From an optimization exercise on the open Yosys and OpenROAD flow, aimed at small area; shortcuts taken in it are not production practice.
Only simulation tests tie the RTL to the original design; equivalence was not proved.

--- flow/design.v ---
`timescale 1ns / 1ps
module ALU1module(ra,rb,op,cf,af,RA,CFA,AFA,OFA,CFC,AFC);
	input [15:0] ra,rb;
	input [4:0] op;
	input cf,af;
	output reg [15:0] RA;
	output wire CFA,AFA,OFA,CFC,AFC;
	wire MA = af | (ra[3] & (ra[2] | ra[1]));
	wire MDj = cf | (ra[7] & (ra[6] | ra[5]));
	wire [15:0] Sal = op[3] ? {9'b0, MDj, MDj, 2'b0, MA, MA, 1'b0} : {7'b0, MA, 5'b0, MA, MA, 1'b0};
	wire [15:0] BA = op[4] ? Sal : rb;
	assign AFC = op[4] & MA;
	assign CFC = op[4] & (op[3] ? MDj : MA);
	wire sub = op[0];
	wire ci = (cf & op[1] & ~op[2]) ^ sub;
	wire [15:0] Bx = BA ^ {16{sub}};
	wire [16:0] ac;
	wire [15:0] RSUM;
	assign ac[0] = ci;
	genvar gi;
	generate for (gi = 0; gi < 16; gi = gi + 1) begin: gad
		FullAdder fa(ra[gi], Bx[gi], ac[gi], RSUM[gi], ac[gi+1]);
	end endgenerate
	wire [3:0] tt = {~op[1], op[0] | op[1], op[0] | op[1], 1'b0};
	wire arith = ~((op[2:0] == 3'b001) | (op[2:0] == 3'b100) | (op[2:0] == 3'b110));
	integer j;
	always @(*)
		for (j = 0; j < 16; j = j + 1)
			RA[j] = arith ? RSUM[j] : tt[{ra[j], BA[j]}];
	assign CFA = arith & (ac[16] ^ sub);
	assign AFA = arith & (ac[4] ^ sub);
	assign OFA = arith & (ac[15] ^ ac[16]);
endmodule
`timescale 1ns / 1ps
module ALU2module(ra,rb,V,cf,op,RB,CFB,OFB);
	input [15:0] ra;
	input [3:0] rb;
	input V,cf;
	input [2:0] op;
	output wire [15:0] RB;
	output wire CFB,OFB;
	wire [3:0] k = V ? 4'd1 : rb;
	wire k0 = ~|k;
	wire left = ~op[0];
	wire [3:0] s = (k ^ {4{left}}) + {3'b0, left};
	wire useRa = ~left | ~op[1] & ~op[2] | k0;
	wire useRa1 = left & op[1] & ~op[2] & ~k0;
	wire [15:0] ra1 = {cf, ra[15:1]};
	wire [15:0] Wl = ({16{useRa}} & ra) | ({16{useRa1}} & ra1);
	wire selA = left | ~op[1] & ~op[2];
	wire selS = ~left & op[1] & op[2];
	wire selC = ~left & op[1] & ~op[2];
	wire [14:0] rc = {ra[13:0], cf};
	wire [14:0] Wh = ({15{selA}} & ra[14:0]) | ({15{selS}} & {15{ra[15]}}) | ({15{selC}} & rc);
	wire [30:0] W = {Wh, Wl};
	wire [22:0] T1;
	wire [18:0] T2;
	wire [16:0] T3;
	genvar gi;
	generate
		for (gi = 0; gi < 23; gi = gi + 1) begin: g1
			MuxInv2 m(W[gi], W[gi+8], s[3], T1[gi]);
		end
		for (gi = 0; gi < 19; gi = gi + 1) begin: g2
			MuxInv2 m(T1[gi], T1[gi+4], s[2], T2[gi]);
		end
		for (gi = 0; gi < 17; gi = gi + 1) begin: g3
			MuxInv2 m(T2[gi], T2[gi+2], s[1], T3[gi]);
		end
		for (gi = 0; gi < 16; gi = gi + 1) begin: g4
			MuxInv2 m(T3[gi], T3[gi+1], s[0], RB[gi]);
		end
	endgenerate
	wire nm = (op == 3'b010) | (op[2] & op[0]);
	wire plus = (op == 3'b010) | (op[2] & ~op[0]);
	wire [3:0] idx = (k ^ {4{nm}}) + (plus ? 4'd1 : 4'd15);
	wire cfm = ra[idx];
	reg c;
	always @(*)
		casez (op)
			3'b000: c = RB[15];
			3'b001: c = RB[0];
			3'b01?: c = k0 ? cf : cfm;
			default: c = (k == 4'd15) ? 1'b0 : cfm;
		endcase
	assign CFB = c;
	assign OFB = ra[15] ^ RB[15];
endmodule
`timescale 1ns / 1ps
module DetectorParidad(A,P);
	input [15:0] A;
	output wire P;
	assign P=~(^A[15:0]);
endmodule
`timescale 1ns / 1ps
module DetectorZero(A,Z);
	input [15:0] A;
	output wire Z;
	assign Z=~|A;
endmodule
`timescale 1ns / 1ps
module Divi16bits(D,A0,B,Comp,R,Cout);
	input [15:0] D,B;
	input A0,Comp;
	output wire [15:0] R;
	output wire Cout;
	wire [16:0] c;
	wire [16:0] X = {D, A0};
	assign c[0] = Comp;
	genvar gi;
	generate for (gi = 0; gi < 16; gi = gi + 1) begin: gdv
		FullAdder fa(X[gi], B[gi] ^ Comp, c[gi], R[gi], c[gi+1]);
	end endgenerate
	assign Cout = Comp ? (X[16] | c[16]) : (X[16] & c[16]);
endmodule
`timescale 1ns / 1ps
module FullAdder(A,B,Cin,R,Cout);
	input A,B,Cin;
	output wire R,Cout;
	wire R1,O1,O2;
	assign R1=A^B;
	assign O1=A&B;
	assign R=R1^Cin;
	assign O2=R1&Cin;
	assign Cout=O1|O2;
endmodule 
module Multi(A,B,RN);
	input [15:0] A,B;
	output [31:0] RN;
	wire [255:0] pp;
	genvar i,j;
	generate for (i=0;i<16;i=i+1) begin: g
		for (j=0;j<16;j=j+1) begin: h
			assign pp[i*16+j] = ~(A[j] & B[i]);
		end
	end endgenerate
	wire t1;
	wire t2;
	wire t3;
	wire t4;
	wire t5;
	wire t6;
	wire t7;
	wire t8;
	wire t9;
	wire t10;
	wire t11;
	wire t12;
	wire t13;
	wire t14;
	wire t15;
	wire t16;
	wire t17;
	wire t18;
	wire t19;
	wire t20;
	wire t21;
	wire t22;
	wire t23;
	wire t24;
	wire t25;
	wire t26;
	wire t27;
	wire t28;
	wire t29;
	wire t30;
	wire t31;
	wire t32;
	wire t33;
	wire t34;
	wire t35;
	wire t36;
	wire t37;
	wire t38;
	wire t39;
	wire t40;
	wire t41;
	wire t42;
	wire t43;
	wire t44;
	wire t45;
	wire t46;
	wire t47;
	wire t48;
	wire t49;
	wire t50;
	wire t51;
	wire t52;
	wire t53;
	wire t54;
	wire t55;
	wire t56;
	wire t57;
	wire t58;
	wire t59;
	wire t60;
	wire t61;
	wire t62;
	wire t63;
	wire t64;
	wire t65;
	wire t66;
	wire t67;
	wire t68;
	wire t69;
	wire t70;
	wire t71;
	wire t72;
	wire t73;
	wire t74;
	wire t75;
	wire t76;
	wire t77;
	wire t78;
	wire t79;
	wire t80;
	wire t81;
	wire t82;
	wire t83;
	wire t84;
	wire t85;
	wire t86;
	wire t87;
	wire t88;
	wire t89;
	wire t90;
	wire t91;
	wire t92;
	wire t93;
	wire t94;
	wire t95;
	wire t96;
	wire t97;
	wire t98;
	wire t99;
	wire t100;
	wire t101;
	wire t102;
	wire t103;
	wire t104;
	wire t105;
	wire t106;
	wire t107;
	wire t108;
	wire t109;
	wire t110;
	wire t111;
	wire t112;
	wire t113;
	wire t114;
	wire t115;
	wire t116;
	wire t117;
	wire t118;
	wire t119;
	wire t120;
	wire t121;
	wire t122;
	wire t123;
	wire t124;
	wire t125;
	wire t126;
	wire t127;
	wire t128;
	wire t129;
	wire t130;
	wire t131;
	wire t132;
	wire t133;
	wire t134;
	wire t135;
	wire t136;
	wire t137;
	wire t138;
	wire t139;
	wire t140;
	wire t141;
	wire t142;
	wire t143;
	wire t144;
	wire t145;
	wire t146;
	wire t147;
	wire t148;
	wire t149;
	wire t150;
	wire t151;
	wire t152;
	wire t153;
	wire t154;
	wire t155;
	wire t156;
	wire t157;
	wire t158;
	wire t159;
	wire t160;
	wire t161;
	wire t162;
	wire t163;
	wire t164;
	wire t165;
	wire t166;
	wire t167;
	wire t168;
	wire t169;
	wire t170;
	wire t171;
	wire t172;
	wire t173;
	wire t174;
	wire t175;
	wire t176;
	wire t177;
	wire t178;
	wire t179;
	wire t180;
	wire t181;
	wire t182;
	wire t183;
	wire t184;
	wire t185;
	wire t186;
	wire t187;
	wire t188;
	wire t189;
	wire t190;
	wire t191;
	wire t192;
	wire t193;
	wire t194;
	wire t195;
	wire t196;
	wire t197;
	wire t198;
	wire t199;
	wire t200;
	wire t201;
	wire t202;
	wire t203;
	wire t204;
	wire t205;
	wire t206;
	wire t207;
	wire t208;
	wire t209;
	wire t210;
	wire t211;
	wire t212;
	wire t213;
	wire t214;
	wire t215;
	wire t216;
	wire t217;
	wire t218;
	wire t219;
	wire t220;
	wire t221;
	wire t222;
	wire t223;
	wire t224;
	wire t225;
	wire t226;
	wire t227;
	wire t228;
	wire t229;
	wire t230;
	wire t231;
	wire t232;
	wire t233;
	wire t234;
	wire t235;
	wire t236;
	wire t237;
	wire t238;
	wire t239;
	wire t240;
	wire t241;
	wire t242;
	wire t243;
	wire t244;
	wire t245;
	wire t246;
	wire t247;
	wire t248;
	wire t249;
	wire t250;
	wire t251;
	wire t252;
	wire t253;
	wire t254;
	wire t255;
	wire t256;
	wire t257;
	wire t258;
	wire t259;
	wire t260;
	wire t261;
	wire t262;
	wire t263;
	wire t264;
	wire t265;
	wire t266;
	wire t267;
	wire t268;
	wire t269;
	wire t270;
	wire t271;
	wire t272;
	wire t273;
	wire t274;
	wire t275;
	wire t276;
	wire t277;
	wire t278;
	wire t279;
	wire t280;
	wire t281;
	wire t282;
	wire t283;
	wire t284;
	wire t285;
	wire t286;
	wire t287;
	wire t288;
	wire t289;
	wire t290;
	wire t291;
	wire t292;
	wire t293;
	wire t294;
	wire t295;
	wire t296;
	wire t297;
	wire t298;
	wire t299;
	wire t300;
	wire t301;
	wire t302;
	wire t303;
	wire t304;
	wire t305;
	wire t306;
	wire t307;
	wire t308;
	wire t309;
	wire t310;
	wire t311;
	wire t312;
	wire t313;
	wire t314;
	wire t315;
	wire t316;
	wire t317;
	wire t318;
	wire t319;
	wire t320;
	wire t321;
	wire t322;
	wire t323;
	wire t324;
	wire t325;
	wire t326;
	wire t327;
	wire t328;
	wire t329;
	wire t330;
	wire t331;
	wire t332;
	wire t333;
	wire t334;
	wire t335;
	wire t336;
	wire t337;
	wire t338;
	wire t339;
	wire t340;
	wire t341;
	wire t342;
	wire t343;
	wire t344;
	wire t345;
	wire t346;
	wire t347;
	wire t348;
	wire t349;
	wire t350;
	wire t351;
	wire t352;
	wire t353;
	wire t354;
	wire t355;
	wire t356;
	wire t357;
	wire t358;
	wire t359;
	wire t360;
	wire t361;
	wire t362;
	wire t363;
	wire t364;
	wire t365;
	wire t366;
	wire t367;
	wire t368;
	wire t369;
	wire t370;
	wire t371;
	wire t372;
	wire t373;
	wire t374;
	wire t375;
	wire t376;
	wire t377;
	wire t378;
	wire t379;
	wire t380;
	wire t381;
	wire t382;
	wire t383;
	wire t384;
	wire t385;
	wire t386;
	wire t387;
	wire t388;
	wire t389;
	wire t390;
	wire t391;
	wire t392;
	wire t393;
	wire t394;
	wire t395;
	wire t396;
	wire t397;
	wire t398;
	wire t399;
	wire t400;
	wire t401;
	wire t402;
	wire t403;
	wire t404;
	wire t405;
	wire t406;
	wire t407;
	wire t408;
	wire t409;
	wire t410;
	wire t411;
	wire t412;
	wire t413;
	wire t414;
	wire t415;
	wire t416;
	wire t417;
	wire t418;
	wire t419;
	wire t420;
	wire t421;
	wire t422;
	wire t423;
	wire t424;
	wire t425;
	wire t426;
	wire t427;
	wire t428;
	wire t429;
	wire t430;
	wire t431;
	wire t432;
	wire t433;
	wire t434;
	wire t435;
	wire t436;
	wire t437;
	wire t438;
	wire t439;
	wire t440;
	wire t441;
	wire t442;
	wire t443;
	wire t444;
	wire t445;
	wire t446;
	wire t447;
	wire t448;
	wire t449;
	wire t450;
	wire t451;
	wire t452;
	wire t453;
	wire t454;
	wire t455;
	wire t456;
	wire t457;
	wire t458;
	wire t459;
	wire t460;
	wire t461;
	wire t462;
	wire t463;
	wire t464;
	wire t465;
	wire t466;
	wire t467;
	wire t468;
	wire t469;
	wire t470;
	wire t471;
	wire t472;
	wire t473;
	wire t474;
	wire t475;
	wire t476;
	wire t477;
	wire t478;
	wire t479;
	wire t480;
	wire t481;
	wire t482;
	wire t483;
	wire t484;
	wire t485;
	wire t486;
	wire t487;
	wire t488;
	wire t489;
	wire t490;
	wire t491;
	wire t492;
	wire t493;
	wire t494;
	wire t495;
	wire t496;
	wire t497;
	wire t498;
	wire t499;
	wire t500;
	wire t501;
	wire t502;
	wire t503;
	wire t504;
	wire t505;
	wire t506;
	wire t507;
	wire t508;
	wire t509;
	wire t510;
	wire t511;
	wire t512;
	wire t513;
	wire t514;
	wire t515;
	wire t516;
	wire t517;
	wire t518;
	wire t519;
	wire t520;
	wire t521;
	wire t522;
	wire t523;
	wire t524;
	wire t525;
	wire t526;
	wire t527;
	wire t528;
	HalfAdderN ht1(pp[13],pp[28],t1,t2);
	FullAdder ft3(pp[14],pp[29],pp[44],t3,t4);
	HalfAdderN ht5(pp[59],pp[74],t5,t6);
	FullAdder ft7(pp[15],pp[30],pp[45],t7,t8);
	FullAdder ft9(pp[60],pp[75],pp[90],t9,t10);
	HalfAdderN ht11(pp[105],pp[120],t11,t12);
	FullAdder ft13(pp[31],pp[46],pp[61],t13,t14);
	FullAdder ft15(pp[76],pp[91],pp[106],t15,t16);
	HalfAdderN ht17(pp[121],pp[136],t17,t18);
	FullAdder ft19(pp[47],pp[62],pp[77],t19,t20);
	FullAdder ft21(pp[92],pp[107],pp[122],t21,t22);
	FullAdder ft23(pp[63],pp[78],pp[93],t23,t24);
	HalfAdderN ht25(pp[9],pp[24],t25,t26);
	FullAdder ft27(pp[10],pp[25],pp[40],t27,t28);
	HalfAdderN ht29(pp[55],pp[70],t29,t30);
	FullAdder ft31(pp[11],pp[26],pp[41],t31,t32);
	FullAdder ft33(pp[56],pp[71],pp[86],t33,t34);
	HalfAdderN ht35(pp[101],pp[116],t35,t36);
	FullAdder ft37(pp[12],pp[27],pp[42],t37,t38);
	FullAdder ft39(pp[57],pp[72],pp[87],t39,t40);
	FullAdder ft41(pp[102],pp[117],pp[132],t41,t42);
	HalfAdderN ht43(pp[147],pp[162],t43,t44);
	FullAdder ft45(t1,pp[43],pp[58],t45,t46);
	FullAdder ft47(pp[73],pp[88],pp[103],t47,t48);
	FullAdder ft49(pp[118],pp[133],pp[148],t49,t50);
	FullAdder ft51(pp[163],pp[178],pp[193],t51,t52);
	FullAdder ft53(t2,t3,t5,t53,t54);
	FullAdder ft55(pp[89],pp[104],pp[119],t55,t56);
	FullAdder ft57(pp[134],pp[149],pp[164],t57,t58);
	FullAdder ft59(pp[179],pp[194],pp[209],t59,t60);
	FullAdder ft61(t4,t6,t7,t61,t62);
	FullAdder ft63(t9,t11,pp[135],t63,t64);
	FullAdder ft65(pp[150],pp[165],pp[180],t65,t66);
	FullAdder ft67(pp[195],pp[210],pp[225],t67,t68);
	FullAdder ft69(t8,t10,t12,t69,t70);
	FullAdder ft71(t13,t15,t17,t71,t72);
	FullAdder ft73(pp[151],pp[166],pp[181],t73,t74);
	FullAdder ft75(pp[196],pp[211],pp[226],t75,t76);
	FullAdder ft77(t14,t16,t18,t77,t78);
	FullAdder ft79(t19,t21,pp[137],t79,t80);
	FullAdder ft81(pp[152],pp[167],pp[182],t81,t82);
	FullAdder ft83(pp[197],pp[212],pp[227],t83,t84);
	FullAdder ft85(t20,t22,t23,t85,t86);
	FullAdder ft87(pp[108],pp[123],pp[138],t87,t88);
	FullAdder ft89(pp[153],pp[168],pp[183],t89,t90);
	FullAdder ft91(pp[198],pp[213],pp[228],t91,t92);
	FullAdder ft93(t24,pp[79],pp[94],t93,t94);
	FullAdder ft95(pp[109],pp[124],pp[139],t95,t96);
	FullAdder ft97(pp[154],pp[169],pp[184],t97,t98);
	FullAdder ft99(pp[199],pp[214],pp[229],t99,t100);
	FullAdder ft101(pp[95],pp[110],pp[125],t101,t102);
	FullAdder ft103(pp[140],pp[155],pp[170],t103,t104);
	FullAdder ft105(pp[185],pp[200],pp[215],t105,t106);
	FullAdder ft107(pp[111],pp[126],pp[141],t107,t108);
	FullAdder ft109(pp[156],pp[171],pp[186],t109,t110);
	FullAdder ft111(pp[127],pp[142],pp[157],t111,t112);
	HalfAdderN ht113(pp[6],pp[21],t113,t114);
	FullAdder ft115(pp[7],pp[22],pp[37],t115,t116);
	HalfAdderN ht117(pp[52],pp[67],t117,t118);
	FullAdder ft119(pp[8],pp[23],pp[38],t119,t120);
	FullAdder ft121(pp[53],pp[68],pp[83],t121,t122);
	HalfAdderN ht123(pp[98],pp[113],t123,t124);
	FullAdder ft125(t25,pp[39],pp[54],t125,t126);
	FullAdder ft127(pp[69],pp[84],pp[99],t127,t128);
	FullAdder ft129(pp[114],pp[129],pp[144],t129,t130);
	FullAdder ft131(t26,t27,t29,t131,t132);
	FullAdder ft133(pp[85],pp[100],pp[115],t133,t134);
	FullAdder ft135(pp[130],pp[145],pp[160],t135,t136);
	FullAdder ft137(t28,t30,t31,t137,t138);
	FullAdder ft139(t33,t35,pp[131],t139,t140);
	FullAdder ft141(pp[146],pp[161],pp[176],t141,t142);
	FullAdder ft143(t32,t34,t36,t143,t144);
	FullAdder ft145(t37,t39,t41,t145,t146);
	FullAdder ft147(t43,pp[177],pp[192],t147,t148);
	FullAdder ft149(t38,t40,t42,t149,t150);
	FullAdder ft151(t44,t45,t47,t151,t152);
	FullAdder ft153(t49,t51,pp[208],t153,t154);
	FullAdder ft155(t46,t48,t50,t155,t156);
	FullAdder ft157(t52,t53,t55,t157,t158);
	FullAdder ft159(t57,t59,pp[224],t159,t160);
	FullAdder ft161(t54,t56,t58,t161,t162);
	FullAdder ft163(t60,t61,t63,t163,t164);
	FullAdder ft165(t65,t67,pp[240],t165,t166);
	FullAdder ft167(t62,t64,t66,t167,t168);
	FullAdder ft169(t68,t69,t71,t169,t170);
	FullAdder ft171(t73,t75,pp[241],t171,t172);
	FullAdder ft173(t70,t72,t74,t173,t174);
	FullAdder ft175(t76,t77,t79,t175,t176);
	FullAdder ft177(t81,t83,pp[242],t177,t178);
	FullAdder ft179(t78,t80,t82,t179,t180);
	FullAdder ft181(t84,t85,t87,t181,t182);
	FullAdder ft183(t89,t91,pp[243],t183,t184);
	FullAdder ft185(t86,t88,t90,t185,t186);
	FullAdder ft187(t92,t93,t95,t187,t188);
	FullAdder ft189(t97,t99,pp[244],t189,t190);
	FullAdder ft191(t94,t96,t98,t191,t192);
	FullAdder ft193(t100,t101,t103,t193,t194);
	FullAdder ft195(t105,pp[230],pp[245],t195,t196);
	FullAdder ft197(t102,t104,t106,t197,t198);
	FullAdder ft199(t107,t109,pp[201],t199,t200);
	FullAdder ft201(pp[216],pp[231],pp[246],t201,t202);
	FullAdder ft203(t108,t110,t111,t203,t204);
	FullAdder ft205(pp[172],pp[187],pp[202],t205,t206);
	FullAdder ft207(pp[217],pp[232],pp[247],t207,t208);
	FullAdder ft209(t112,pp[143],pp[158],t209,t210);
	FullAdder ft211(pp[173],pp[188],pp[203],t211,t212);
	FullAdder ft213(pp[218],pp[233],pp[248],t213,t214);
	FullAdder ft215(pp[159],pp[174],pp[189],t215,t216);
	FullAdder ft217(pp[204],pp[219],pp[234],t217,t218);
	FullAdder ft219(pp[175],pp[190],pp[205],t219,t220);
	HalfAdderN ht221(pp[4],pp[19],t221,t222);
	FullAdder ft223(pp[5],pp[20],pp[35],t223,t224);
	HalfAdderN ht225(pp[50],pp[65],t225,t226);
	FullAdder ft227(t113,pp[36],pp[51],t227,t228);
	FullAdder ft229(pp[66],pp[81],pp[96],t229,t230);
	FullAdder ft231(t114,t115,t117,t231,t232);
	FullAdder ft233(pp[82],pp[97],pp[112],t233,t234);
	FullAdder ft235(t116,t118,t119,t235,t236);
	FullAdder ft237(t121,t123,pp[128],t237,t238);
	FullAdder ft239(t120,t122,t124,t239,t240);
	FullAdder ft241(t125,t127,t129,t241,t242);
	FullAdder ft243(t126,t128,t130,t243,t244);
	FullAdder ft245(t131,t133,t135,t245,t246);
	FullAdder ft247(t132,t134,t136,t247,t248);
	FullAdder ft249(t137,t139,t141,t249,t250);
	FullAdder ft251(t138,t140,t142,t251,t252);
	FullAdder ft253(t143,t145,t147,t253,t254);
	FullAdder ft255(t144,t146,t148,t255,t256);
	FullAdder ft257(t149,t151,t153,t257,t258);
	FullAdder ft259(t150,t152,t154,t259,t260);
	FullAdder ft261(t155,t157,t159,t261,t262);
	FullAdder ft263(t156,t158,t160,t263,t264);
	FullAdder ft265(t161,t163,t165,t265,t266);
	FullAdder ft267(t162,t164,t166,t267,t268);
	FullAdder ft269(t167,t169,t171,t269,t270);
	FullAdder ft271(t168,t170,t172,t271,t272);
	FullAdder ft273(t173,t175,t177,t273,t274);
	FullAdder ft275(t174,t176,t178,t275,t276);
	FullAdder ft277(t179,t181,t183,t277,t278);
	FullAdder ft279(t180,t182,t184,t279,t280);
	FullAdder ft281(t185,t187,t189,t281,t282);
	FullAdder ft283(t186,t188,t190,t283,t284);
	FullAdder ft285(t191,t193,t195,t285,t286);
	FullAdder ft287(t192,t194,t196,t287,t288);
	FullAdder ft289(t197,t199,t201,t289,t290);
	FullAdder ft291(t198,t200,t202,t291,t292);
	FullAdder ft293(t203,t205,t207,t293,t294);
	FullAdder ft295(t204,t206,t208,t295,t296);
	FullAdder ft297(t209,t211,t213,t297,t298);
	FullAdder ft299(t210,t212,t214,t299,t300);
	FullAdder ft301(t215,t217,pp[249],t301,t302);
	FullAdder ft303(t216,t218,t219,t303,t304);
	FullAdder ft305(pp[220],pp[235],pp[250],t305,t306);
	FullAdder ft307(t220,pp[191],pp[206],t307,t308);
	FullAdder ft309(pp[221],pp[236],pp[251],t309,t310);
	FullAdder ft311(pp[207],pp[222],pp[237],t311,t312);
	HalfAdderN ht313(pp[3],pp[18],t313,t314);
	FullAdder ft315(t221,pp[34],pp[49],t315,t316);
	FullAdder ft317(t222,t223,t225,t317,t318);
	FullAdder ft319(t224,t226,t227,t319,t320);
	FullAdder ft321(t228,t230,t231,t321,t322);
	FullAdder ft323(t232,t234,t235,t323,t324);
	FullAdder ft325(t236,t238,t239,t325,t326);
	FullAdder ft327(t240,t242,t243,t327,t328);
	FullAdder ft329(t244,t246,t247,t329,t330);
	FullAdder ft331(t248,t250,t251,t331,t332);
	FullAdder ft333(t252,t254,t255,t333,t334);
	FullAdder ft335(t256,t258,t259,t335,t336);
	FullAdder ft337(t260,t262,t263,t337,t338);
	FullAdder ft339(t264,t266,t267,t339,t340);
	FullAdder ft341(t268,t270,t271,t341,t342);
	FullAdder ft343(t272,t274,t275,t343,t344);
	FullAdder ft345(t276,t278,t279,t345,t346);
	FullAdder ft347(t280,t282,t283,t347,t348);
	FullAdder ft349(t284,t286,t287,t349,t350);
	FullAdder ft351(t288,t290,t291,t351,t352);
	FullAdder ft353(t292,t294,t295,t353,t354);
	FullAdder ft355(t296,t298,t299,t355,t356);
	FullAdder ft357(t300,t302,t303,t357,t358);
	FullAdder ft359(t304,t306,t307,t359,t360);
	FullAdder ft361(t308,t310,t311,t361,t362);
	FullAdder ft363(t312,pp[223],pp[238],t363,t364);
	HalfAdderN ht365(pp[2],pp[17],t365,t366);
	FullAdder ft367(t313,pp[33],pp[48],t367,t368);
	FullAdder ft369(t314,t315,pp[64],t369,t370);
	FullAdder ft371(t316,t317,pp[80],t371,t372);
	FullAdder ft373(t318,t319,t229,t373,t374);
	FullAdder ft375(t320,t321,t233,t375,t376);
	FullAdder ft377(t322,t323,t237,t377,t378);
	FullAdder ft379(t324,t325,t241,t379,t380);
	FullAdder ft381(t326,t327,t245,t381,t382);
	FullAdder ft383(t328,t329,t249,t383,t384);
	FullAdder ft385(t330,t331,t253,t385,t386);
	FullAdder ft387(t332,t333,t257,t387,t388);
	FullAdder ft389(t334,t335,t261,t389,t390);
	FullAdder ft391(t336,t337,t265,t391,t392);
	FullAdder ft393(t338,t339,t269,t393,t394);
	FullAdder ft395(t340,t341,t273,t395,t396);
	FullAdder ft397(t342,t343,t277,t397,t398);
	FullAdder ft399(t344,t345,t281,t399,t400);
	FullAdder ft401(t346,t347,t285,t401,t402);
	FullAdder ft403(t348,t349,t289,t403,t404);
	FullAdder ft405(t350,t351,t293,t405,t406);
	FullAdder ft407(t352,t353,t297,t407,t408);
	FullAdder ft409(t354,t355,t301,t409,t410);
	FullAdder ft411(t356,t357,t305,t411,t412);
	FullAdder ft413(t358,t359,t309,t413,t414);
	FullAdder ft415(t360,t361,pp[252],t415,t416);
	FullAdder ft417(t362,t363,pp[253],t417,t418);
	FullAdder ft419(t364,pp[239],pp[254],t419,t420);
	HalfAdderN ht421(pp[1],pp[16],t421,t422);
	FullAdder ft423(t365,pp[32],t422,t423,t424);
	FullAdder ft425(t366,t367,t424,t425,t426);
	FullAdder ft427(t368,t369,t426,t427,t428);
	FullAdder ft429(t370,t371,t428,t429,t430);
	FullAdder ft431(t372,t373,t430,t431,t432);
	FullAdder ft433(t374,t375,t432,t433,t434);
	FullAdder ft435(t376,t377,t434,t435,t436);
	FullAdder ft437(t378,t379,t436,t437,t438);
	FullAdder ft439(t380,t381,t438,t439,t440);
	FullAdder ft441(t382,t383,t440,t441,t442);
	HalfAdderN ht443(t384,t385,t443,t444);
	FullAdder ft445(t386,t387,t444,t445,t446);
	FullAdder ft447(t388,t389,t446,t447,t448);
	FullAdder ft449(t390,t391,t448,t449,t450);
	FullAdder ft451(t392,t393,t450,t451,t452);
	FullAdder ft453(t394,t395,t452,t453,t454);
	FullAdder ft455(t396,t397,t454,t455,t456);
	FullAdder ft457(t398,t399,t456,t457,t458);
	assign t459 = ~t442;
	assign t460 = t443 ^ t459;
	assign t461 = ~t443;
	assign t462 = t445 ^ (t459 & t461);
	assign t463 = t461 & ~t445;
	assign t464 = t447 ^ (t459 & t463);
	assign t465 = t463 & ~t447;
	assign t466 = t449 ^ (t459 & t465);
	assign t467 = t465 & ~t449;
	assign t468 = t451 ^ (t459 & t467);
	assign t469 = t467 & ~t451;
	assign t470 = t453 ^ (t459 & t469);
	assign t471 = t469 & ~t453;
	assign t472 = t455 ^ (t459 & t471);
	assign t473 = t471 & ~t455;
	assign t474 = t457 ^ (t459 & t473);
	assign t475 = t473 & ~t457;
	assign t476 = t458 & ~(t459 & t475);
	HalfAdderN ht477(t400,t401,t477,t478);
	FullAdder ft479(t402,t403,t478,t479,t480);
	FullAdder ft481(t404,t405,t480,t481,t482);
	FullAdder ft483(t406,t407,t482,t483,t484);
	FullAdder ft485(t408,t409,t484,t485,t486);
	FullAdder ft487(t410,t411,t486,t487,t488);
	assign t489 = ~t476;
	assign t490 = t477 ^ t489;
	assign t491 = ~t477;
	assign t492 = t479 ^ (t489 & t491);
	assign t493 = t491 & ~t479;
	assign t494 = t481 ^ (t489 & t493);
	assign t495 = t493 & ~t481;
	assign t496 = t483 ^ (t489 & t495);
	assign t497 = t495 & ~t483;
	assign t498 = t485 ^ (t489 & t497);
	assign t499 = t497 & ~t485;
	assign t500 = t487 ^ (t489 & t499);
	assign t501 = t499 & ~t487;
	assign t502 = t488 & ~(t489 & t501);
	HalfAdderN ht503(t412,t413,t503,t504);
	FullAdder ft505(t414,t415,t504,t505,t506);
	FullAdder ft507(t416,t417,t506,t507,t508);
	FullAdder ft509(t418,t419,t508,t509,t510);
	FullAdder ft511(t420,pp[255],t510,t511,t512);
	FullAdder ft513(1'b1,1'b1,t512,t513,t514);
	assign t515 = ~t502;
	assign t516 = t503 ^ t515;
	assign t517 = ~t503;
	assign t518 = t505 ^ (t515 & t517);
	assign t519 = t517 & ~t505;
	assign t520 = t507 ^ (t515 & t519);
	assign t521 = t519 & ~t507;
	assign t522 = t509 ^ (t515 & t521);
	assign t523 = t521 & ~t509;
	assign t524 = t511 ^ (t515 & t523);
	assign t525 = t523 & ~t511;
	assign t526 = t513 ^ (t515 & t525);
	assign t527 = t525 & ~t513;
	assign t528 = t514 & ~(t515 & t527);
	assign RN = {t526, t524, t522, t520, t518, t516, t500, t498, t496, t494, t492, t490, t474, t472, t470, t468, t466, t464, t462, t460, t441, t439, t437, t435, t433, t431, t429, t427, t425, t423, t421, pp[0]};
endmodule
`timescale 1ns / 1ps
module MuxInv2(A,B,S,R);
	input A,B,S;
	output wire R;
	assign R = ~(S ? B : A);
endmodule
module HalfAdderN(A,B,R,Cout);
	input A,B;
	output wire R,Cout;
	XnorGate X(A,B,R);
	assign Cout=A|B;
endmodule
module XnorGate(A,B,R);
	input A,B;
	output wire R;
	assign R=~(A^B);
endmodule
`timescale 1ns / 1ps
module SemiAdderIni(A,B,R,Cout);
	input A,B;
	output wire R,Cout;
	assign R=A^B;
	assign Cout=A&B;
endmodule 
`timescale 1ns / 1ps
module ALU(CLK,RST,A,V,op,WA,WB,WD,WR,ENADi,opFL,R1,R2,FLAGS,FL,FINP,IF);
	input CLK,RST;
	input [15:0] A;
	input V;
	input [5:0] op;
	input WA,WB,WD,ENADi;
	input [1:0] WR;
	input [2:0] opFL;
	output wire [15:0] R1,R2,FLAGS;
	output wire [5:0] FL;
	output wire FINP,IF;
	reg [15:0] ra, rb, rd;
	always @(posedge CLK or posedge RST)
		if (RST) ra <= 16'h0000; else if (WA) ra <= A;
	always @(posedge CLK or posedge RST)
		if (RST) rb <= 16'h0000; else if (WB) rb <= A;
	always @(posedge CLK or posedge RST)
		if (RST) rd <= 16'h0000; else if (WD) rd <= A;
	reg cf, pf, af, zf, sf, fi, df, of;
	wire [15:0] opA, opB, DR;
	reg [15:0] PR1;
	wire [3:0] p = op[3:0];
	wire CFD;
	reg [15:0] RE, Q;
	wire [15:0] AA = (p[3] & p[2]) ? {8'b0, p[0] ? ra[15:8] : ra[7:0]} : ra;
	wire sgnA = p[1] & ~p[3] & (p[2] ? (p[0] ? rd[15] : ra[15]) : (p[0] ? ra[15] : ra[7]));
	wire NI = p[3] & ~p[2];
	wire c2inA = sgnA | NI;
	wire CA = sgnA | (NI & p[0]);
	wire c2inB = p[1] & ~p[3] & (p[0] ? rb[15] : rb[7]);
	wire c2out = ~p[3] & (sgnA ^ c2inB);
	wire [16:0] pfA, pfB;
	wire [15:0] pfD;
	assign pfA[0] = 1'b0;
	assign pfB[0] = 1'b0;
	assign pfD[0] = pfA[16];
	genvar gj;
	generate for (gj = 0; gj < 16; gj = gj + 1) begin: gpf
		assign pfA[gj+1] = pfA[gj] | ra[gj];
		assign pfB[gj+1] = pfB[gj] | rb[gj];
		if (gj > 0) begin: gd
			assign pfD[gj] = pfD[gj-1] | rd[gj-1];
		end
	end endgenerate
	wire [15:0] opA_; assign opA = AA ^ ({16{c2inA}} & ({16{~CA}} | pfA[15:0]));
	assign DR = rd ^ ({16{c2inA}} & ({16{~CA}} | pfD));
	assign opB = rb ^ ({16{c2inB}} & pfB[15:0]);
	wire [31:0] prodn;
	Multi Mult(opA, opB, prodn);
	wire [31:0] prod = ~prodn;
	wire [15:0] RMUL = prod[15:0];
	wire [15:0] RMUL2 = prod[31:16];
	wire [15:0] Bq = opB & {16{~Q[0]}};
	wire [15:0] rc;
	wire [15:0] REDIV;
	SemiAdderIni rc0(RE[0], Bq[0], REDIV[0], rc[1]);
	generate for (gj = 1; gj < 15; gj = gj + 1) begin: grv
		FullAdder fa(RE[gj], Bq[gj], rc[gj], REDIV[gj], rc[gj+1]);
	end endgenerate
	assign REDIV[15] = RE[15] ^ Bq[15] ^ rc[15];
	wire [15:0] opR1 = p[2] ? Q : RMUL;
	wire [15:0] opR2 = p[2] ? REDIV : RMUL2;
	wire [16:0] po1, po2;
	assign po1[0] = 1'b0;
	assign po2[0] = ~p[2] & po1[16];
	generate for (gj = 0; gj < 16; gj = gj + 1) begin: gng
		assign po1[gj+1] = po1[gj] | opR1[gj];
		assign po2[gj+1] = po2[gj] | opR2[gj];
	end endgenerate
	wire [15:0] C2R1 = opR1 ^ ({16{c2out}} & po1[15:0]);
	wire [15:0] C2R2 = opR2 ^ ({16{c2out}} & po2[15:0]);
	wire [15:0] opR = (p[2] & ~p[0]) ? {C2R2[7:0], C2R1[7:0]} : C2R1;
	wire [7:0] aad;
	wire [7:0] ac;
	SemiAdderIni aa0(RMUL[0], ra[0], aad[0], ac[1]);
	generate for (gj = 1; gj < 7; gj = gj + 1) begin: gaa
		FullAdder fa(RMUL[gj], ra[gj], ac[gj], aad[gj], ac[gj+1]);
	end endgenerate
	assign aad[7] = RMUL[7] ^ ra[7] ^ ac[7];
	always @(*)
		casez (p)
			4'b0???: PR1 = opR;
			4'b10??: PR1 = opA;
			4'b1100: PR1 = {{8{ra[7]}}, ra[7:0]};
			4'b1101: PR1 = {16{ra[15]}};
			4'b1110: PR1 = {Q[7:0], REDIV[7:0]};
			4'b1111: PR1 = {8'b0, aad};
		endcase
	assign R2 = C2R2;
	assign CFD = |RMUL2;
	reg [3:0] PRE;
	wire P0 = |PRE;
	wire A0 = opA[~PRE];
	reg qlast;
	always @(posedge CLK) qlast <= Co;
	wire C = P0 ? qlast : 1'b1;
	wire [15:0] Ro;
	wire Co;
	wire [15:0] X = P0 ? RE : (op[0] ? DR : 16'h0000);
	Divi16bits Step(X, A0, opB, C, Ro, Co);
	wire dena = ENADi | P0;
	always @(posedge CLK or posedge RST)
		if (RST) PRE <= 4'd0;
		else if (dena) PRE <= PRE + 4'd1;
	always @(posedge CLK or posedge RST)
		if (RST) RE <= 16'h0000;
		else if (dena) RE <= Ro;
	integer i;
	always @(posedge CLK or posedge RST)
		if (RST) Q <= 16'h0000;
		else for (i = 0; i < 16; i = i + 1)
			if (dena && (PRE == 15 - i)) Q[i] <= Co;
	assign FINP = ~P0;
	wire [15:0] RA;
	wire CFA, AFA, OFA, CFC, AFC;
	ALU1module ALU1(ra, rb, op[4:0], cf, af, RA, CFA, AFA, OFA, CFC, AFC);
	wire [15:0] RB;
	wire CFB, OFB;
	ALU2module ALU2(ra, rb[3:0], V, cf, op[2:0], RB, CFB, OFB);
	reg [15:0] R;
	always @(*)
		case (op[4:3])
			2'b01: R = RB;
			2'b10: R = {RA[15:8], 4'b0, RA[3:0]};
			default: R = RA;
		endcase
	assign R1 = op[5] ? PR1 : R;
	reg CF, OF;
	always @(*)
		case (op[5:3])
			3'b000: begin CF = CFA; OF = OFA; end
			3'b001: begin CF = CFB; OF = OFB; end
			3'b010, 3'b011: begin CF = CFC; OF = OFA; end
			3'b100, 3'b101: begin CF = CFD; OF = CFD; end
			default: begin CF = 1'b0; OF = 1'b0; end
		endcase
	wire AF = op[4] ? AFC : AFA;
	wire P, Z;
	DetectorParidad Parid(R1, P);
	DetectorZero Zer(R1, Z);
	wire S = R1[15];
	wire we = WR[1] | WR[0];
	wire RSTCF = (opFL == 3'b001);
	wire TOGCF = (opFL == 3'b010);
	wire SETCF = (opFL == 3'b011);
	wire RSTDF = (opFL == 3'b100);
	wire SETDF = (opFL == 3'b101);
	wire RSTIF = (opFL == 3'b110);
	wire SETIF = (opFL == 3'b111);
	wire w10 = WR[1] & ~WR[0];
	always @(posedge CLK or posedge RST)
		if (RST) cf <= 1'b0;
		else if (SETCF) cf <= 1'b1;
		else if (TOGCF) cf <= ~cf;
		else if (we | RSTCF) cf <= (WR[1] ? A[0] : CF) & ~RSTCF;
	always @(posedge CLK or posedge RST)
		if (RST) begin pf <= 1'b0; af <= 1'b0; zf <= 1'b0; sf <= 1'b0; end
		else if (we) begin
			pf <= WR[1] ? A[2] : P;
			af <= WR[1] ? A[4] : AF;
			zf <= WR[1] ? A[6] : Z;
			sf <= WR[1] ? A[7] : S;
		end
	always @(posedge CLK or posedge RST)
		if (RST) fi <= 1'b1;
		else if (RSTIF) fi <= 1'b0;
		else if (SETIF) fi <= 1'b1;
		else if (w10) fi <= A[9];
	always @(posedge CLK or posedge RST)
		if (RST) df <= 1'b0;
		else if (SETDF) df <= 1'b1;
		else if (w10 | RSTDF) df <= A[10] & ~RSTDF;
	always @(posedge CLK or posedge RST)
		if (RST) of <= 1'b0;
		else if (WR[1] ^ WR[0]) of <= WR[1] ? A[11] : OF;
	assign FLAGS = {4'b0, of, df, fi, 1'b0, sf, zf, 1'b0, af, 1'b0, pf, 1'b0, cf};
	assign FL = {df, cf, zf, sf, of, pf};
	assign IF = fi;
endmodule
--- flow/flow/run.sh ---
#!/bin/bash
# Layout flow: the standard flow with two changes.
#  1. Synthesis is the standard synthesis script, except that each ABC
#     mapping call runs Yosys's default ABC script (with a 20 ns delay target)
#     instead of ORFS's speed script. Everything else, registers included,
#     is the same as in standard.sh synth.
#  2. The port buffers that global placement inserts are buf_1 cells.
set -euo pipefail
here=$(pwd)
export BUFFER_PORTS_ARGS="-buffer_cell sky130_fd_sc_hd__buf_1"
{
  head -n 1 synth_recipe.tcl
  cat flow/abc_default.tcl
  tail -n +2 synth_recipe.tcl
} > my_synth.tcl
sed "s#SYNTH_SCRIPT=[^ ]*#SYNTH_SCRIPT=$here/my_synth.tcl#" standard.sh > my_standard.sh
bash my_standard.sh synth > synth.log 2>&1
bash standard.sh > standard.log 2>&1
--- flow/config.mk ---
export PLATFORM = sky130hd
export DESIGN_NAME = ALU
export DESIGN_NICKNAME = ALU
export VERILOG_FILES = /design/flow/design.v
export SDC_FILE = /design/flow/constraint.sdc
export NUM_CORES = 4
export LEC_CHECK = 0
export CAP_MARGIN = 20
export CORE_MARGIN = 2
export CORE_UTILIZATION = 65
export SLEW_MARGIN = 20
export SYNTH_HIERARCHICAL = 1
export SYNTH_MINIMUM_KEEP_SIZE = 0
--- flow/standard.sh ---
#!/bin/bash
# synth_recipe.tcl (not shown) runs the flow's synth.tcl, then flattens the netlist and writes it again
# the make line also repeats each setting of config.mk as NAME=value (left out here)
make -C /OpenROAD-flow-scripts/flow DESIGN_CONFIG=/design/flow/config.mk WORK_HOME=/design/flow/orfs CLKGATE_MAP_FILE= SYNTH_SCRIPT=/design/flow/synth_recipe.tcl "${@:-finish}"
--- flow/constraint.sdc ---
create_clock -name core_clock -period 20.0 [get_ports {CLK}]
set_input_delay 4.0000 -clock core_clock [delete_from_list [all_inputs] [get_ports {CLK}]]
set_output_delay 4.0000 -clock core_clock [all_outputs]
set_load 0.01 [all_outputs]
--- flow/flow/abc_default.tcl ---
# Replaces the abc command: drops ORFS's -script and -D arguments, so that ABC
# runs Yosys's default mapping script with a 20 ns delay target.
proc abc {args} {
  set out {}
  set skip 0
  foreach a $args {
    if {$skip} { set skip 0; continue }
    if {$a eq "-script" || $a eq "-D"} { set skip 1; continue }
    lappend out $a
  }
  yosys abc {*}$out -D 20000
}
==> run summary, run 1 <==
- H-tree lvl count: 3
- CTS Buf Count: 9
- Worst slew pin tran: about 1.1 ns
- CP Data Required Time: around 16 ns
- Max_cap viols: 0
- Max Slew Vio Count: 0
- CP startpoint: op[0]
- First-pass GRT wire length: around 84 mm
- Total grt overflow: 0
- IO buf count: around 80
- Hold crit path type: reg2reg
- Dpl hpwl: a little over 40 mm
- Final period util: between 90% and 100%
- Layout cell share with drive strength beyond 1: approximately 11%
- Flop2flop setup slack: between 7 and 8 ns
- Commonest non-fill, non-tap cell in the layout: nand2_1
- Final hold slack: approximately 0.50 ns
- Die X: 166.9 um
- Largest net degree at the start of global routing: 86
- Seq cells post-synth: 93
- Min Tclk post-route: a little under 20 ns
- Crit path kind: in2out
- Clock root buffer: clkbuf_16
- Hold_sp: sf
- Largest fanout on the critical path: 13
- Setup ws final: approximately 0.7 ns
- Residual DRC: 0
- Clock Path Buffers: 2
- DR WL/cell: about 24 um
- Rel. slew slack: between 20 and 30%
- Std cell rows: between 50 and 60
- Synth cell types: 64
- Most frequent cells in the layout: nand2_1 (385), fa_1 (275), mux2i_1 (97), dfrtp_1 (91), xnor2_1 (89)
- Non-Filler Instances: around 2200
- Via count: about 15000
- Total Routed Length: 53.45 mm
- Die height: ~170 um
- Antenna-violating nets left: 0
- P&R area growth vs syn: 5.102%
- Worst reg2reg endpoint: pf
- RSZ-0062 raised after global routing: no
- Via density: ~6.6
- Dpl ws: roughly 0.66 ns
- Yosys warning total: 9
- Die ar.: 27840 um^2
- Final hold viol count: 0
- Clk slew on worst S/H paths: around 0.07 ns
- Fill count: approximately 2100
- CTS tree: done
- Initial antenna violation count: 0
- Mapped cell area: around 17000 um^2
- Status: complete, no violations
- # clock sinks: 93
- Starting Density: 66.16%
- Drt first pass iters: 8
- TNS Setup: 0 ns
- CP endpoint kind: primary output
- Worst EP arrival: between 15 and 20 ns
- Slowest CP cell: xnor2_1
- Initial drt markers: around 1600
- Core ar.: 26060 um^2
- Final setup violation count: 0
- Synthesized instance count: ~1900
- Util after Layout: slightly below 70%
- Post-synthesis sequential area ratio: between 10% and 20%
- Post-synth EDFFs: 0
- Syn Area/Cell: 9.254 um^2
- Vias in the first global route: between 15000 and 20000
- Cells on worst reg2reg path: 40
- Hold Path End: sf
- GP Congestion: approximately 1.0
- Clk_skew: ~0.007 ns
- Slowest cell delay on critical path: between 0.7 and 0.8 ns
- Achievable frequency: 51.78 MHz
- Nets: approximately 2200
- CP Launch Type: primary input
- Clock latency on the worst-skew pair: approximately 0.36 ns
- IO Pins: 90
- Number of instances in the placed design: between 2000 and 2500
- Hold Crit Depth: 2
- Post-synthesis async set-or-reset flop share: 98.92%
- # diodes: 0
- Crit Reg-Reg Startpoint: ra[15]
- # Post-CTS Setup Buffers: 0
- Main synth FF type: dfrtp_1
- Global Route Usage Sum: about two fifths
- Crit path top cell by count: fa_1
-- critical path: cells and delay by family --
family | cells | cell delay [ns]
adders and majority gates | 13 | 5.55
AOI/OAI and AO/OA | 8 | 2.32
and+or+nand+nor | 7 | 1.14
xor gates and xnor gates | 3 | 1.10
buffers and inverters | 3 | 0.81
muxes | 2 | 0.37
-- area by class of cell --
| cell class | instances | area, um^2 | share of cell area [%] |
|---|---|---|---|
| clock buffers | 10 | 229.0 | 1.264 |
| repair buffers | 147 | 802.0 | 4.426 |
| multi-input cells | 1590 | 14120 | 77.90 |
| well taps | 335 | 419.2 | 2.313 |
| clock inverters | 6 | 78.83 | 0.4350 |
| flip-flops and latches | 93 | 2323 | 12.82 |
| inverters | 40 | 151.4 | 0.8355 |
-- cells by family (layout without fill, tap and decap cells) --
logic type                 Yosys count  in the layout  share of synthesized area, %
DFF                                 93             93                         13.48
and+or+nand+nor                    626            626                         16.01
adders and majority gates          296            296                         33.43
muxes                              180            180                         11.25
xor gates and xnor gates           162            162                         8.230
other                                2             10                       0.04356
AOI/OAI and AO/OA                  316            316                         12.27
buffers and inverters              188            203                         5.291
-- worst max-delay path by stage --
stage               slack (ns)  cells after the start      to
floorplan                 0.94                     37  R1[15]
global placement          0.98                     38  R2[15]
detailed placement        0.66                     38  R2[15]
CTS                       0.64                     38  R2[15]
global route             0.009                     39  R2[15]
finish                    0.69                     36  R2[15]
-- state kept, by name (all words and copies together) (netlist names), 4 cells and up --
name,flops
rd,16
RE,16
ra,16
rb,16
PRE,4
Q,16
-- metal layers --
layer	track usage, %	up-vias	wire length (um)
met4	14.39	0	2069
li1	-	6304	-
met5	0	-	0
met2	60.71	894	24520
met3	9.197	155	6166
met1	54.70	7290	20690
-- per-module statistics from Yosys, one instance, submodules excluded --
module / cell area [um^2] / copies in the design / flops+latches / cells inside
ALU: 7079 / 1 / 93 / 827
Multi: 1627 / 1 / 0 / 368
ALU1module: 860.8 / 1 / 0 / 143
ALU2module: 804.5 / 1 / 0 / 96
Divi16bits: 157.7 / 1 / 0 / 19
DetectorParidad: 131.4 / 1 / 0 / 15
DetectorZero: 33.78 / 1 / 0 / 6
FullAdder: 20.02 / 274 / 0 / 1
SemiAdderIni: 12.51 / 2 / 0 / 1
MuxInv2: 10.01 / 75 / 0 / 1
XnorGate: 8.758 / 19 / 0 / 1
HalfAdderN: 6.256 / 19 / 0 / 1
-- synth_stat cells (5+ instances only) --
master	number	area share, %
buf_1	5	0.11
a31oi_1	20	0.73
o211ai_1	5	0.22
a221o_1	17	0.99
or2_2	25	0.91
and3_1	6	0.22
mux2_2	80	5.2
a221oi_1	21	1.1
buf_4	55	2.4
and2_1	8	0.29
o21ai_0	77	2.2
a41oi_1	7	0.36
inv_1	40	0.87
xnor2_1	95	4.8
nand4_1	9	0.33
o31ai_1	11	0.48
nor3_1	11	0.32
o21a_1	8	0.35
fa_1	275	32
nand2b_1	17	0.62
dfrtp_1	91	13
a22o_1	23	1.2
nand3_1	18	0.52
xor2_1	67	3.4
nand2_1	385	8.4
mux2i_1	97	5.6
a21o_1	12	0.52
ha_1	19	1.4
clkbuf_1	88	1.9
a21boi_0	6	0.26
a21oi_1	75	2.2
nand3b_1	14	0.61
nor2_1	80	1.7
nor2b_1	33	1.2
-- stage by stage --
step                      area (um^2)
after CTS                       18070
after global routing            18120
after global placement          17750
after floorplan                 17270
after detailed placement        17770
final                           18120
-- repair_timing --
item                                    in CTS  in global routing
endpoints found under the hold margin        0                  0
resized for setup                            0                  5
endpoints found under the setup margin       0                  6
hold buffers                                 0                  0
==> run 2: changes to the inputs <==
--- a/flow/design.v
+++ b/flow/design.v
@@ -1,92 +1,4 @@
 `timescale 1ns / 1ps
-module ALU1module(ra,rb,op,cf,af,RA,CFA,AFA,OFA,CFC,AFC);
-	input [15:0] ra,rb;
-	input [4:0] op;
-	input cf,af;
-	output reg [15:0] RA;
-	output wire CFA,AFA,OFA,CFC,AFC;
-	wire MA = af | (ra[3] & (ra[2] | ra[1]));
-	wire MDj = cf | (ra[7] & (ra[6] | ra[5]));
-	wire [15:0] Sal = op[3] ? {9'b0, MDj, MDj, 2'b0, MA, MA, 1'b0} : {7'b0, MA, 5'b0, MA, MA, 1'b0};
-	wire [15:0] BA = op[4] ? Sal : rb;
-	assign AFC = op[4] & MA;
-	assign CFC = op[4] & (op[3] ? MDj : MA);
-	wire sub = op[0];
-	wire ci = (cf & op[1] & ~op[2]) ^ sub;
-	wire [15:0] Bx = BA ^ {16{sub}};
-	wire [16:0] ac;
-	wire [15:0] RSUM;
-	assign ac[0] = ci;
-	genvar gi;
-	generate for (gi = 0; gi < 16; gi = gi + 1) begin: gad
-		FullAdder fa(ra[gi], Bx[gi], ac[gi], RSUM[gi], ac[gi+1]);
-	end endgenerate
-	wire [3:0] tt = {~op[1], op[0] | op[1], op[0] | op[1], 1'b0};
-	wire arith = ~((op[2:0] == 3'b001) | (op[2:0] == 3'b100) | (op[2:0] == 3'b110));
-	integer j;
-	always @(*)
-		for (j = 0; j < 16; j = j + 1)
-			RA[j] = arith ? RSUM[j] : tt[{ra[j], BA[j]}];
-	assign CFA = arith & (ac[16] ^ sub);
-	assign AFA = arith & (ac[4] ^ sub);
-	assign OFA = arith & (ac[15] ^ ac[16]);
-endmodule
-`timescale 1ns / 1ps
-module ALU2module(ra,rb,V,cf,op,RB,CFB,OFB);
-	input [15:0] ra;
-	input [3:0] rb;
-	input V,cf;
-	input [2:0] op;
-	output wire [15:0] RB;
-	output wire CFB,OFB;
-	wire [3:0] k = V ? 4'd1 : rb;
-	wire k0 = ~|k;
-	wire left = ~op[0];
-	wire [3:0] s = (k ^ {4{left}}) + {3'b0, left};
-	wire useRa = ~left | ~op[1] & ~op[2] | k0;
-	wire useRa1 = left & op[1] & ~op[2] & ~k0;
-	wire [15:0] ra1 = {cf, ra[15:1]};
-	wire [15:0] Wl = ({16{useRa}} & ra) | ({16{useRa1}} & ra1);
-	wire selA = left | ~op[1] & ~op[2];
-	wire selS = ~left & op[1] & op[2];
-	wire selC = ~left & op[1] & ~op[2];
-	wire [14:0] rc = {ra[13:0], cf};
-	wire [14:0] Wh = ({15{selA}} & ra[14:0]) | ({15{selS}} & {15{ra[15]}}) | ({15{selC}} & rc);
-	wire [30:0] W = {Wh, Wl};
-	wire [22:0] T1;
-	wire [18:0] T2;
-	wire [16:0] T3;
-	genvar gi;
-	generate
-		for (gi = 0; gi < 23; gi = gi + 1) begin: g1
-			MuxInv2 m(W[gi], W[gi+8], s[3], T1[gi]);
-		end
-		for (gi = 0; gi < 19; gi = gi + 1) begin: g2
-			MuxInv2 m(T1[gi], T1[gi+4], s[2], T2[gi]);
-		end
-		for (gi = 0; gi < 17; gi = gi + 1) begin: g3
-			MuxInv2 m(T2[gi], T2[gi+2], s[1], T3[gi]);
-		end
-		for (gi = 0; gi < 16; gi = gi + 1) begin: g4
-			MuxInv2 m(T3[gi], T3[gi+1], s[0], RB[gi]);
-		end
-	endgenerate
-	wire nm = (op == 3'b010) | (op[2] & op[0]);
-	wire plus = (op == 3'b010) | (op[2] & ~op[0]);
-	wire [3:0] idx = (k ^ {4{nm}}) + (plus ? 4'd1 : 4'd15);
-	wire cfm = ra[idx];
-	reg c;
-	always @(*)
-		casez (op)
-			3'b000: c = RB[15];
-			3'b001: c = RB[0];
-			3'b01?: c = k0 ? cf : cfm;
-			default: c = (k == 4'd15) ? 1'b0 : cfm;
-		endcase
-	assign CFB = c;
-	assign OFB = ra[15] ^ RB[15];
-endmodule
-`timescale 1ns / 1ps
 module DetectorParidad(A,P);
 	input [15:0] A;
 	output wire P;
@@ -1089,12 +1001,81 @@
 		else for (i = 0; i < 16; i = i + 1)
 			if (dena && (PRE == 15 - i)) Q[i] <= Co;
 	assign FINP = ~P0;
-	wire [15:0] RA;
+	reg [15:0] RA;
 	wire CFA, AFA, OFA, CFC, AFC;
-	ALU1module ALU1(ra, rb, op[4:0], cf, af, RA, CFA, AFA, OFA, CFC, AFC);
+	genvar g1;
+	wire MA = af | (ra[3] & (ra[2] | ra[1]));
+	wire MDj = cf | (ra[7] & (ra[6] | ra[5]));
+	wire [15:0] Sal = op[3] ? {9'b0, MDj, MDj, 2'b0, MA, MA, 1'b0} : {7'b0, MA, 5'b0, MA, MA, 1'b0};
+	wire [15:0] BA = op[4] ? Sal : rb;
+	assign AFC = op[4] & MA;
+	assign CFC = op[4] & (op[3] ? MDj : MA);
+	wire sub = op[0];
+	wire ci = (cf & op[1] & ~op[2]) ^ sub;
+	wire [15:0] Bx = BA ^ {16{sub}};
+	wire [16:0] aca;
+	wire [15:0] RSUM;
+	assign aca[0] = ci;
+	generate for (g1 = 0; g1 < 16; g1 = g1 + 1) begin: gad
+		FullAdder fa(ra[g1], Bx[g1], aca[g1], RSUM[g1], aca[g1+1]);
+	end endgenerate
+	wire [3:0] tt = {~op[1], op[0] | op[1], op[0] | op[1], 1'b0};
+	wire arith = ~((op[2:0] == 3'b001) | (op[2:0] == 3'b100) | (op[2:0] == 3'b110));
+	integer j1;
+	always @(*)
+		for (j1 = 0; j1 < 16; j1 = j1 + 1)
+			RA[j1] = arith ? RSUM[j1] : tt[{ra[j1], BA[j1]}];
+	assign CFA = arith & (aca[16] ^ sub);
+	assign AFA = arith & (aca[4] ^ sub);
+	assign OFA = arith & (aca[15] ^ aca[16]);
 	wire [15:0] RB;
 	wire CFB, OFB;
-	ALU2module ALU2(ra, rb[3:0], V, cf, op[2:0], RB, CFB, OFB);
+	wire [3:0] sk = V ? 4'd1 : rb[3:0];
+	wire sk0 = ~|sk;
+	wire sleft = ~op[0];
+	wire [3:0] ss = (sk ^ {4{sleft}}) + {3'b0, sleft};
+	wire suseRa = ~sleft | ~op[1] & ~op[2] | sk0;
+	wire suseRa1 = sleft & op[1] & ~op[2] & ~sk0;
+	wire [15:0] sra1 = {cf, ra[15:1]};
+	wire [15:0] sWl = ({16{suseRa}} & ra) | ({16{suseRa1}} & sra1);
+	wire sselA = sleft | ~op[1] & ~op[2];
+	wire sselS = ~sleft & op[1] & op[2];
+	wire sselC = ~sleft & op[1] & ~op[2];
+	wire [14:0] src = {ra[13:0], cf};
+	wire [14:0] sWh = ({15{sselA}} & ra[14:0]) | ({15{sselS}} & {15{ra[15]}}) | ({15{sselC}} & src);
+	wire [30:0] sW = {sWh, sWl};
+	wire [22:0] sT1;
+	wire [18:0] sT2;
+	wire [16:0] sT3;
+	genvar gs;
+	generate
+		for (gs = 0; gs < 23; gs = gs + 1) begin: gs1
+			MuxInv2 m(sW[gs], sW[gs+8], ss[3], sT1[gs]);
+		end
+		for (gs = 0; gs < 19; gs = gs + 1) begin: gs2
+			MuxInv2 m(sT1[gs], sT1[gs+4], ss[2], sT2[gs]);
+		end
+		for (gs = 0; gs < 17; gs = gs + 1) begin: gs3
+			MuxInv2 m(sT2[gs], sT2[gs+2], ss[1], sT3[gs]);
+		end
+		for (gs = 0; gs < 16; gs = gs + 1) begin: gs4
+			MuxInv2 m(sT3[gs], sT3[gs+1], ss[0], RB[gs]);
+		end
+	endgenerate
+	wire snm = (op[2:0] == 3'b010) | (op[2] & op[0]);
+	wire splus = (op[2:0] == 3'b010) | (op[2] & ~op[0]);
+	wire [3:0] sidx = (sk ^ {4{snm}}) + (splus ? 4'd1 : 4'd15);
+	wire scfm = ra[sidx];
+	reg sc;
+	always @(*)
+		casez (op[2:0])
+			3'b000: sc = RB[15];
+			3'b001: sc = RB[0];
+			3'b01?: sc = sk0 ? cf : scfm;
+			default: sc = (sk == 4'd15) ? 1'b0 : scfm;
+		endcase
+	assign CFB = sc;
+	assign OFB = ra[15] ^ RB[15];
 	reg [15:0] R;
 	always @(*)
 		case (op[4:3])
--- a/flow/config.mk
+++ b/flow/config.mk
@@ -7,7 +7,8 @@
 export LEC_CHECK = 0
 export CAP_MARGIN = 20
 export CORE_MARGIN = 2
-export CORE_UTILIZATION = 65
+export CORE_UTILIZATION = 75
+export GPL_TIMING_DRIVEN = 0
 export SLEW_MARGIN = 20
 export SYNTH_HIERARCHICAL = 1
 export SYNTH_MINIMUM_KEEP_SIZE = 0
==> run summary, run 2 <==
- H-tree lvl count: 3 (unchanged)
- First-pass GRT wire length: 96.94 mm (was 84.48 mm)
- Commonest non-fill, non-tap cell in the layout: nand2_1 (unchanged)
- # clock sinks: 93 (unchanged)
- Layout cell share with drive strength beyond 1: 13.30% (was 11.03%)
- CP endpoint kind: primary output (unchanged)
- Worst EP arrival: 16.13 ns (was 15.31 ns)
- Met2 usage: 78.38% (was 60.71%)
- Post-synth EDFFs: 0 (unchanged)
- Crit path top cell by count: fa_1 (unchanged)
- Non-Filler Instances: 2274 (was 2221)
- Clk_skew: 0.01957 ns (was 0.006842 ns)
- Die X: 155.6 um (was 166.9 um)
- Status: failed layout checks (was complete, no violations)
- Post-CTS Hold Fix Bufs: 0 (unchanged)
- Worst slew pin tran: 1.272 ns (was 1.123 ns)
- Yosys warning total: 7 (was 9)
- DR WL/cell: 29.74 um (was 24.06 um)
- Grt peak-use layer: met2 (unchanged)
- Drt first pass iters: 15 (was 8)
- Seq cells post-synth: 93 (unchanged)
- Top-count cell post-synth: nand2_1 (unchanged)
- Total grt overflow: 0 (unchanged)
- CTS Buf Count: 9 (unchanged)
- Grt met3 use: 20.06% (was 9.197%)
- P&R area growth vs syn: 9.667% (was 5.102%)
- CTS tree: done (unchanged)
- Die height: 155.6 um (was 166.9 um)
- Residual DRC: 0 (unchanged)
- Main synth FF type: dfrtp_1 (unchanged)
- Clk slew on worst S/H paths: 0.08 ns (was 0.07 ns)
- Final hold slack: 0.5173 ns (was 0.4986 ns)
- Synth cell types: 61 (was 64)
- Crit path kind: in2out (unchanged)
- Top post-synthesis cells by area: fa_1 (32%), dfrtp_1 (13%), nand2_1 (8.6%), mux2i_1 (5.2%), xnor2_1 (5.0%) (was fa_1 (32%), dfrtp_1 (13%), nand2_1 (8.4%), mux2i_1 (5.6%), mux2_2 (5.2%))
- Nets: 2308 (was 2209)
- Slowest CP cell: xnor2_4 (was xnor2_1)
- Dpl hpwl: 46.68 mm (was 41.01 mm)
- Mapped cell area: 17230 um^2 (was 17240 um^2)
- Initial antenna violation count: 6 (was 0)
- Starting Density: 76.32% (was 66.16%)
- Largest net degree at the start of global routing: 48 (was 86)
- Dpl ws: -1.730 ns (was 0.6645 ns)
- Antenna-violating nets left: 0 (unchanged)
- Max_cap viols: 0 (unchanged)
- Yosys top cell area share: 31.96% (was 31.93%)
- Std cell rows: 55 (was 59)
- Via density: 7.624 (was 6.593)
- IO buf count: 77 (was 81)
- GP Congestion: 1.053 (was 0.9961)
- Die ar.: 24200 um^2 (was 27840 um^2)
- Max Slew Vio Count: 0 (unchanged)
- Final period util: 100.6% (was 96.56%)
- CP Data Required Time: 16.00 ns (about the same)
- Clock Path Buffers: 2 (unchanged)
- Hold crit path type: reg2reg (unchanged)
- Post-synth top cells: nand2_1 (393), fa_1 (275), clkbuf_1 (109) (was nand2_1 (385), fa_1 (275), mux2i_1 (97))
- Total Routed Length: 67.62 mm (was 53.45 mm)
- Global Route Usage Sum: 53.64% (was 39.31%)
- Initial drt markers: 3233 (was 1578)
- Achievable frequency: 49.69 MHz (was 51.78 MHz)
- Post-synthesis async set-or-reset flop share: 98.92% (unchanged)
- IO Pins: 90 (unchanged)
- Fill count: 1221 (was 2146)
- Most frequent cells in the layout: nand2_1 (393), fa_1 (275), dfrtp_1 (91), a21oi_1 (87), mux2i_1 (87) (was nand2_1 (385), fa_1 (275), mux2i_1 (97), dfrtp_1 (91), xnor2_1 (89))
- Number of instances in the placed design: 2246 (was 2204)
- Post-synthesis sequential area ratio: 13.49% (was 13.48%)
- Layout Check Fails: negative setup slack
- Slowest cell delay on critical path: 0.58 ns (was 0.73 ns)
- Clock latency on the worst-skew pair: 0.37 ns (was 0.36 ns)
- Multi-input logic area: 14470 um^2 (was 14120 um^2)
- Clock root buffer: clkbuf_16 (unchanged)
- Largest fanout on the critical path: 10 (was 13)
- TNS Setup: -0.1726 ns (was 0 ns)
- Synthesized instance count: 1871 (was 1863)
- Min Tclk post-route: 20.13 ns (was 19.31 ns)
- Setup ws final: -0.1267 ns (was 0.6890 ns)
- Core ar.: 22570 um^2 (was 26060 um^2)
- Util after Layout: 83.70% (was 69.53%)
- Global-route track usage on met1: 66.00% (was 54.70%)
- Syn Area/Cell: 9.208 um^2 (was 9.254 um^2)
- Synth area leader: fa_1 (unchanged)
- Final hold viol count: 0 (unchanged)
- Vias in the first global route: 17490 (was 15090)
- FF+latch area: 2323 um^2 (unchanged)
- Final setup violation count: 2 (was 0)
- Via count: 17340 (was 14640)
- CP Launch Type: primary input (unchanged)
- Rel. slew slack: 14.88% (was 25.11%)
[run 2: changes by cell type in the layout (fill, tap and decap cells not counted), moves of 12 or more]
| cell | before | now |
|---|---|---|
| clkbuf_2 | 2 | 16 |
| o211ai_1 | 5 | 20 |
| a31oi_1 | 20 | 6 |
| a21oi_1 | 75 | 87 |
| xor2_1 | 64 | 51 |
| clkbuf_1 | 1 | 85 |
[run 2: per-module statistics from Yosys, one instance, submodules excluded, excerpt]
module,times used,cells inside,flops+latches,cell area (um^2)
DetectorParidad,1,15,0,131.4
Divi16bits,1,19,0,157.7
FullAdder,274,1,0,20.02
HalfAdderN,19,1,0,6.256
Multi,1,368,0,1627
MuxInv2,75,1,0,10.01
SemiAdderIni,2,1,0,12.51
XnorGate,19,1,0,8.758
[run 2: final cells by class]
class	instances	share of cell area (%)
antenna	4	0.05298
buffer	163	4.510
clock buffer	10	1.212
clock inverter	6	0.4106
inverter	31	0.6291
multi-input combinational	1588	76.60
sequential	93	12.30
tap	285	1.887
timing repair buffer	94	2.397
[run 2: layer usage]
layer	vias to the layer above	wire length (um)
met5	-	61
met3	783	11370
met4	4	7867
met1	8102	20860
li1	6485	-
met2	1964	27460
[run 2: worst paths after layout]
path | cells after the start | start | slack (ns) | to
max reg2reg | 32 | ra[15] | 6.34 | cf
max | 33 | op[1] | -0.13 | R2[15]
min in group asynchronous | 2 | RST | 3.71 | rd[6]
min reg2reg | 1 | Q[8] | 0.52 | Q[8]
max in group asynchronous | 3 | RST | 15.54 | Q[2]
min | 1 | Q[8] | 0.52 | Q[8]
[run 2: through the flow]
step,area [um^2]
floorplan,17260
finish,18890
CTS,18600
detailed placement,18070
global route,18890
global placement,17900
[run 2: critical path: cells and delay by family]
kind / cells / cell delay [ns]
adders and majority gates: 12 / 5.37
AOI/OAI and AO/OA: 7 / 2.91
and+or+nand+nor: 7 / 1.71
buffers and inverters: 4 / 1.10
xor gates and xnor gates: 3 / 1.00
[run 2: logic make-up (layout without fill, tap and decap cells)]
family                     count (synthesis)  after routing  synth area share [%]
DFF                                       93             93                 13.49
xor gates and xnor gates                 165            165                 8.388
muxes                                    172            172                 10.98
other                                      2             14               0.04359
buffers and inverters                    198            304                 5.512
adders and majority gates                295            295                 33.39
and+or+nand+nor                          607            607                 15.32
AOI/OAI and AO/OA                        339            339                 12.87
[run 2: repair_timing]
action,in CTS,in global routing
setup endpoints to repair,18,13
gates resized for setup,37,51
pin swaps,5,8
buffers inserted,6,6

==> what the ideal ports hide <==
The flow's constraints put no driver on any port. The routed layouts listed below were extracted and timed again, unchanged, in two steps.
Step 1 sets driving cells, clkbuf_16 on the clock port and buf_2 on the other inputs (assumed; they add their load-dependent delay and slew).
Step 2 also shifts input and output timing later by t, the mid clock arrival at the registers, as if the neighbouring blocks saw the same clock.
a / b / c = ideal / step 1 / step 2; a / b = the first two.
| run | shift t [ns] | setup slack, ns | hold slack, ns | worst register clock-pin slew, ns | cell pins on the clock port's net |
|---|---|---|---|---|---|
| run 1 | 0.403 | 0.689 / 0.664 / 0.664 | 0.499 / 0.499 / 0.499 | 0.08 / 0.08 | 1 |
| run 2 | 0.410 | -0.127 / -0.150 / -0.150 | 0.517 / 0.517 / 0.517 | 0.09 / 0.09 | 1 |
The setup slack of run 1, which loses most, moves by -0.025 ns with the drivers and by -0.025 ns with both steps.
